Context: an optimization exercise on an open-source flow, tuned for small area, a short achievable clock period and few clock cycles per item. The choices shown serve that exercise and are no tape-out recipe.
The RTL was checked by simulation tests, not by an equivalence proof against the original design.

Design bitcoin_miner, start of the top module:
module bitcoin_miner (
  input wire clk,
  input wire rst,
  input wire start,
  input wire [255:0] first_block_hash,
  input wire [127:0] second_block,
  input wire [255:0] target,
  input wire [31:0]  max_nonce,
  output reg running,
  output reg found,
  output reg [31:0] nonce
  );
Size: roughly 710 I/O pins, ~57,000 um2 of cells after synthesis.
clock: 8.5 ns
lec_check: 0
abc_area: 1
cap_margin: 20
core_margin: 2
core_utilization: 40
cts_cluster_diameter: 80
cts_cluster_size: 24
setup_slack_margin: 4.5
slew_margin: 20
synth_hierarchical: 1
tns_end_percent: 20
standard.sh (not shown) runs the stock make flow with config.mk's settings and CLKGATE_MAP_FILE= SYNTH_SCRIPT=/design/flow/synth_recipe.tcl, a recipe that flattens the netlist after the stock synthesis.
==> flow/flow/run.sh <==
#!/bin/bash
# The standard layout, with the port buffers made of the smallest
# buffer cell instead of the flow's default delay buffer.
set -euo pipefail
bash standard.sh "BUFFER_PORTS_ARGS=-buffer_cell sky130_fd_sc_hd__buf_1" finish > standard.log 2>&1
The first run completed with no timing, DRC or antenna violations.
Testbench counts at the start, summed over its fixed seeds: cycles 242,107, nonces 1,887.
Change:
Settings changed: PLACE_DENSITY set to 0.66, TNS_END_PERCENT 20 to not set.
Outcome:
- The changed run produced a clean layout
- utilization came out higher by 0.22 points
- first-iteration DRC count rises by about 6%
- routed wire length rises by 0.99%
- design area grows by 0.46%
- die area is unchanged
- maximum frequency climbs by 6.1%
- synthesized cell count does not change

---

bitcoin_miner, a different RTL version from the one above (not shown whole).
Size: ~710 I/O pins, ~0.053 mm2 of cells after synthesis.
==> flow/config.mk <==
export PLATFORM = sky130hd
export DESIGN_NAME = bitcoin_miner
export DESIGN_NICKNAME = bitcoin_miner
export VERILOG_FILES = /design/flow/design.v
export SDC_FILE = /design/flow/constraint.sdc
export NUM_CORES = 8
export LEC_CHECK = 0
export ABC_AREA = 1
export CAP_MARGIN = 20
export CORE_MARGIN = 2
export CORE_UTILIZATION = 40
export SETUP_SLACK_MARGIN = 3.0
export SLEW_MARGIN = 20
==> flow/constraint.sdc <==
create_clock -name core_clock -period 8.5 [get_ports {clk}]
set_input_delay 1.7000 -clock core_clock [delete_from_list [all_inputs] [get_ports {clk}]]
set_output_delay 1.7000 -clock core_clock [all_outputs]
set_load 0.01 [all_outputs]
run.sh (not shown) runs the stock make flow with config.mk's settings and CLKGATE_MAP_FILE= SYNTH_SCRIPT=/design/flow/synth_recipe.tcl, a recipe that flattens the netlist after the stock synthesis.
Stock flow here: none of the scripts above is used.
Testbench counts at the start, summed over its fixed seeds: cycles 242,107, nonces 1,887.
Change:
==> flow/flow/run.sh (new file) <==
#!/bin/bash
# The standard layout, with the port buffers made of the smallest
# buffer cell instead of the flow's default delay buffer.
set -euo pipefail
bash standard.sh "BUFFER_PORTS_ARGS=-buffer_cell sky130_fd_sc_hd__buf_1" finish > standard.log 2>&1
==> flow/standard.sh (new file) <==
#!/bin/bash
# synth_recipe.tcl (not shown) runs the flow's synth.tcl, then flattens the netlist and writes it again
# the make line also repeats each setting of config.mk as NAME=value (left out here)
make -C /OpenROAD-flow-scripts/flow DESIGN_CONFIG=/design/flow/config.mk WORK_HOME=/design/flow/orfs CLKGATE_MAP_FILE= SYNTH_SCRIPT=/design/flow/synth_recipe.tcl "${@:-finish}"
Settings changed: SYNTH_HIERARCHICAL set to 1.
removed: flow/run.sh
Final cell count falls by 1.3%. Cell area goes down by 8.0%.
Change:
Settings changed: SETUP_SLACK_MARGIN 3.0 to 5.0.
The changed run completed without violations.
Final cell count grows by 5.4%.
Clock skew barely changes.
Final area rose by 24%.
Setup slack is better by 1000 ps.
Via count is higher by 7.1%.
Hold slack gains 16 ps.
Register-to-register slack is better by 1000 ps.
Wire length climbs by 8.0%.
Non-clock buffer count went up by 485.
Change:
Settings changed: SETUP_SLACK_MARGIN 5.0 to 4.0.
Design area decreases by 13%; via count went down by 5.3%; synthesized cell count does not change; non-clock buffer count went down by 348; global-route usage is lower by 2.7 points; first-iteration DRC count rises by 3.9%; worst setup slack gets worse by 88 ps; routed wire length drops by 6.7%; synthesized area does not change.

---

Setup of the baseline:
RTL: one of the versions met above, not the one the previous note started from.
Size in the first run: ~7500 cells after synthesis, about 710 I/O pins.
// bitcoin_miner
module bitcoin_miner (
  input wire clk,
  input wire rst,
  input wire start,
  input wire [255:0] first_block_hash,
  input wire [127:0] second_block,
  input wire [255:0] target,
  input wire [31:0]  max_nonce,
  output reg running,
  output reg found,
  output reg [31:0] nonce
  );
  localparam [255:0] IV = {
    32'h6a09e667, 32'hbb67ae85, 32'h3c6ef372, 32'ha54ff53a,
    32'h510e527f, 32'h9b05688c, 32'h1f83d9ab, 32'h5be0cd19};
  localparam [1:0] PH_IDLE = 2'd0;
  localparam [1:0] PH_RF   = 2'd1;
  localparam [1:0] PH_H1   = 2'd2;
  localparam [1:0] PH_H2   = 2'd3;
  reg [1:0] phase;
  reg [6:0] rnd;
  reg [31:0] kreg;
  reg hi_eq, hi_lt, lo_eq, lo_lt;
  reg [3:0] sel_t;
  reg [31:0] op_a, op_e;
  reg last_nonce;
  reg [31:0] a, b, c, d, e, f, g, h;
  reg [511:0] w;
  function [31:0] bswap;
    input [31:0] x;
    bswap = {x[7:0], x[15:8], x[23:16], x[31:24]};
  endfunction
  function [31:0] word;
    input [255:0] v;
    input integer i;
    word = v[255 - 32 * i -: 32];
  endfunction
  wire [31:0] sig1 = {e[5:0], e[31:6]} ^ {e[10:0], e[31:11]} ^ {e[24:0], e[31:25]};
  wire [31:0] sig0 = {a[1:0], a[31:2]} ^ {a[12:0], a[31:13]} ^ {a[21:0], a[31:22]};
  wire [31:0] ch   = (e & f) ^ (~e & g);
  wire [31:0] maj  = (a & b) | (a & c) | (b & c);
  wire [31:0] w0   = w[32*0 +: 32];
  wire [31:0] s_hkw, c_hkw, s_t, c_t, s_a1, c_a1, s_a2, c_a2, s_e1, c_e1, s_e2, c_e2;
  csa32 u_hkw (.x(h), .y(kreg), .z(w0), .s(s_hkw), .c(c_hkw));
  csa32 u_t   (.x(sig1), .y(sig0), .z(maj), .s(s_t), .c(c_t));
  csa32 u_a1  (.x(s_hkw), .y(c_hkw), .z(ch), .s(s_a1), .c(c_a1));
  csa32 u_a2  (.x(s_t), .y(c_t), .z(s_a1), .s(s_a2), .c(c_a2));
  wire [31:0] s_a3, c_a3;
  csa32 u_a3  (.x(s_a2), .y(c_a2), .z(c_a1), .s(s_a3), .c(c_a3));
  wire [31:0] a_new;
  assign a_new = s_a3 + c_a3;
  csa32 u_e1  (.x(d), .y(sig1), .z(ch), .s(s_e1), .c(c_e1));
  csa32 u_e2  (.x(s_hkw), .y(c_hkw), .z(s_e1), .s(s_e2), .c(c_e2));
  wire [31:0] s_e3, c_e3;
  csa32 u_e3  (.x(s_e2), .y(c_e2), .z(c_e1), .s(s_e3), .c(c_e3));
  wire [31:0] e_new;
  assign e_new = s_e3 + c_e3;
  wire [31:0] w1  = w[32*1  +: 32];
  ...
clock: 8.5 ns
lec_check: 0
abc_area: 1
cap_margin: 20
core_margin: 2
core_utilization: 40
cts_cluster_diameter: 80
cts_cluster_size: 24
setup_slack_margin: 4.5
slew_margin: 20
synth_hierarchical: 1
standard.sh (not shown) runs the stock make flow with config.mk's settings and CLKGATE_MAP_FILE= SYNTH_SCRIPT=/design/flow/synth_recipe.tcl, a recipe that flattens the netlist after the stock synthesis.
==> flow/flow/run.sh <==
#!/bin/bash
# The standard layout, with the port buffers made of the smallest
# buffer cell, and timing repair limited to resizing, pin swaps, buffer
# removal and gate cloning (no new buffer trees).
set -euo pipefail
bash standard.sh "BUFFER_PORTS_ARGS=-buffer_cell sky130_fd_sc_hd__buf_1" \
  "SETUP_MOVE_SEQUENCE=unbuffer,sizeup,swap,clone" finish > standard.log 2>&1
In summary, the baseline completed successfully, with a layout that passed the timing, DRC and antenna checks.
Testbench counts of the baseline, summed over its fixed seeds: cycles 242,107, nonces 1,887.
Input changes introduced in the candidate (baseline for comparison: the baseline):
# the baseline
export LEC_CHECK = 0
export ABC_AREA = 1
export CAP_MARGIN = 20
export CORE_MARGIN = 2
export CORE_UTILIZATION = 40
export CTS_CLUSTER_DIAMETER = 80
export CTS_CLUSTER_SIZE = 24
export SETUP_SLACK_MARGIN = 4.5
export SLEW_MARGIN = 20
export SYNTH_HIERARCHICAL = 1
create_clock -name core_clock -period 8.5 [get_ports {clk}]
# the candidate
export LEC_CHECK = 0
export ABC_AREA = 1
export CAP_MARGIN = 20
export CORE_MARGIN = 2
export CORE_UTILIZATION = 40
export CTS_CLUSTER_DIAMETER = 80
export CTS_CLUSTER_SIZE = 24
export SETUP_SLACK_MARGIN = 4.5
export SLEW_MARGIN = 20
export SYNTH_HIERARCHICAL = 0
create_clock -name core_clock -period 8.5 [get_ports {clk}]
==> flow/flow/run.sh <==
#!/bin/bash
# The standard layout, with the port buffers made of the smallest
# buffer cell instead of the flow's default delay buffer.
set -euo pipefail
bash standard.sh "BUFFER_PORTS_ARGS=-buffer_cell sky130_fd_sc_hd__buf_1" finish > standard.log 2>&1
--- outcome ---
- The final layouts of the baseline and the candidate pass the timing, DRC and antenna checks.
- Lower global router's overall resource usage was reported by the baseline, not the candidate.
- Against the baseline, the candidate reports a sum of net half-perimeters after detailed placement that is higher.
- NOTE: sequential share of layout area in the candidate falls short of that of the baseline
- Compared with the baseline, the candidate shows a higher placed cell count.
- Max final standard cell count with taps included and fillers excluded across the baseline and the candidate: the candidate
- Antenna cell count for the candidate is higher than for the baseline.
- Summary of the candidate over the baseline: buffer count from post-CTS setup fixing up 108, initial antenna violation count up about 75%.
- Summary — global-route wire length before repair, the candidate relative to the baseline: higher, by 21 mm.

[afterwards: timing with drivers on the ports]
The flow's constraints put no driver on any port. The routed layouts listed below were extracted and timed again, unchanged, in two steps. Step 1 sets driving cells, clkbuf_16 on the clock port and buf_2 on the other inputs (assumed; they add their load-dependent delay and slew). Step 2 times the ports against the registers' clock, not the clock port: input delays grow and output delays shrink by t, the midpoint of the rising clock arrivals with the driver on. Three values: no drivers, after step 1, after step 2; two values: the first two.
run | t (ns) | setup slack, ns | worst register clock-pin slew, ns
the first run of note 1 | 0.815 | 4.214 / 4.214 / 4.214 | 0.10 / 0.10
the second run of note 1 | 0.794 | 4.462 / 4.462 / 4.395 | 0.10 / 0.10
the first run of note 2 | 0.805 | 2.914 / 2.959 / 2.165 | 0.08 / 0.08
the second run of note 2 | 0.808 | 2.950 / 2.950 / 2.422 | 0.07 / 0.07
the third run of note 2 | 0.816 | 3.992 / 3.992 / 3.271 | 0.08 / 0.08
the fourth run of note 2 | 0.838 | 3.904 / 3.932 / 3.119 | 0.07 / 0.07
the baseline | 0.814 | 4.404 / 4.404 / 4.373 | 0.10 / 0.10
the candidate | 0.821 | 4.081 / 4.081 / 4.079 | 0.11 / 0.11
After both steps setup and hold are still met in every run listed. For the fourth run of note 2, which loses most, drivers alone change the setup slack by +0.028 ns; drivers and shift together by -0.785 ns.
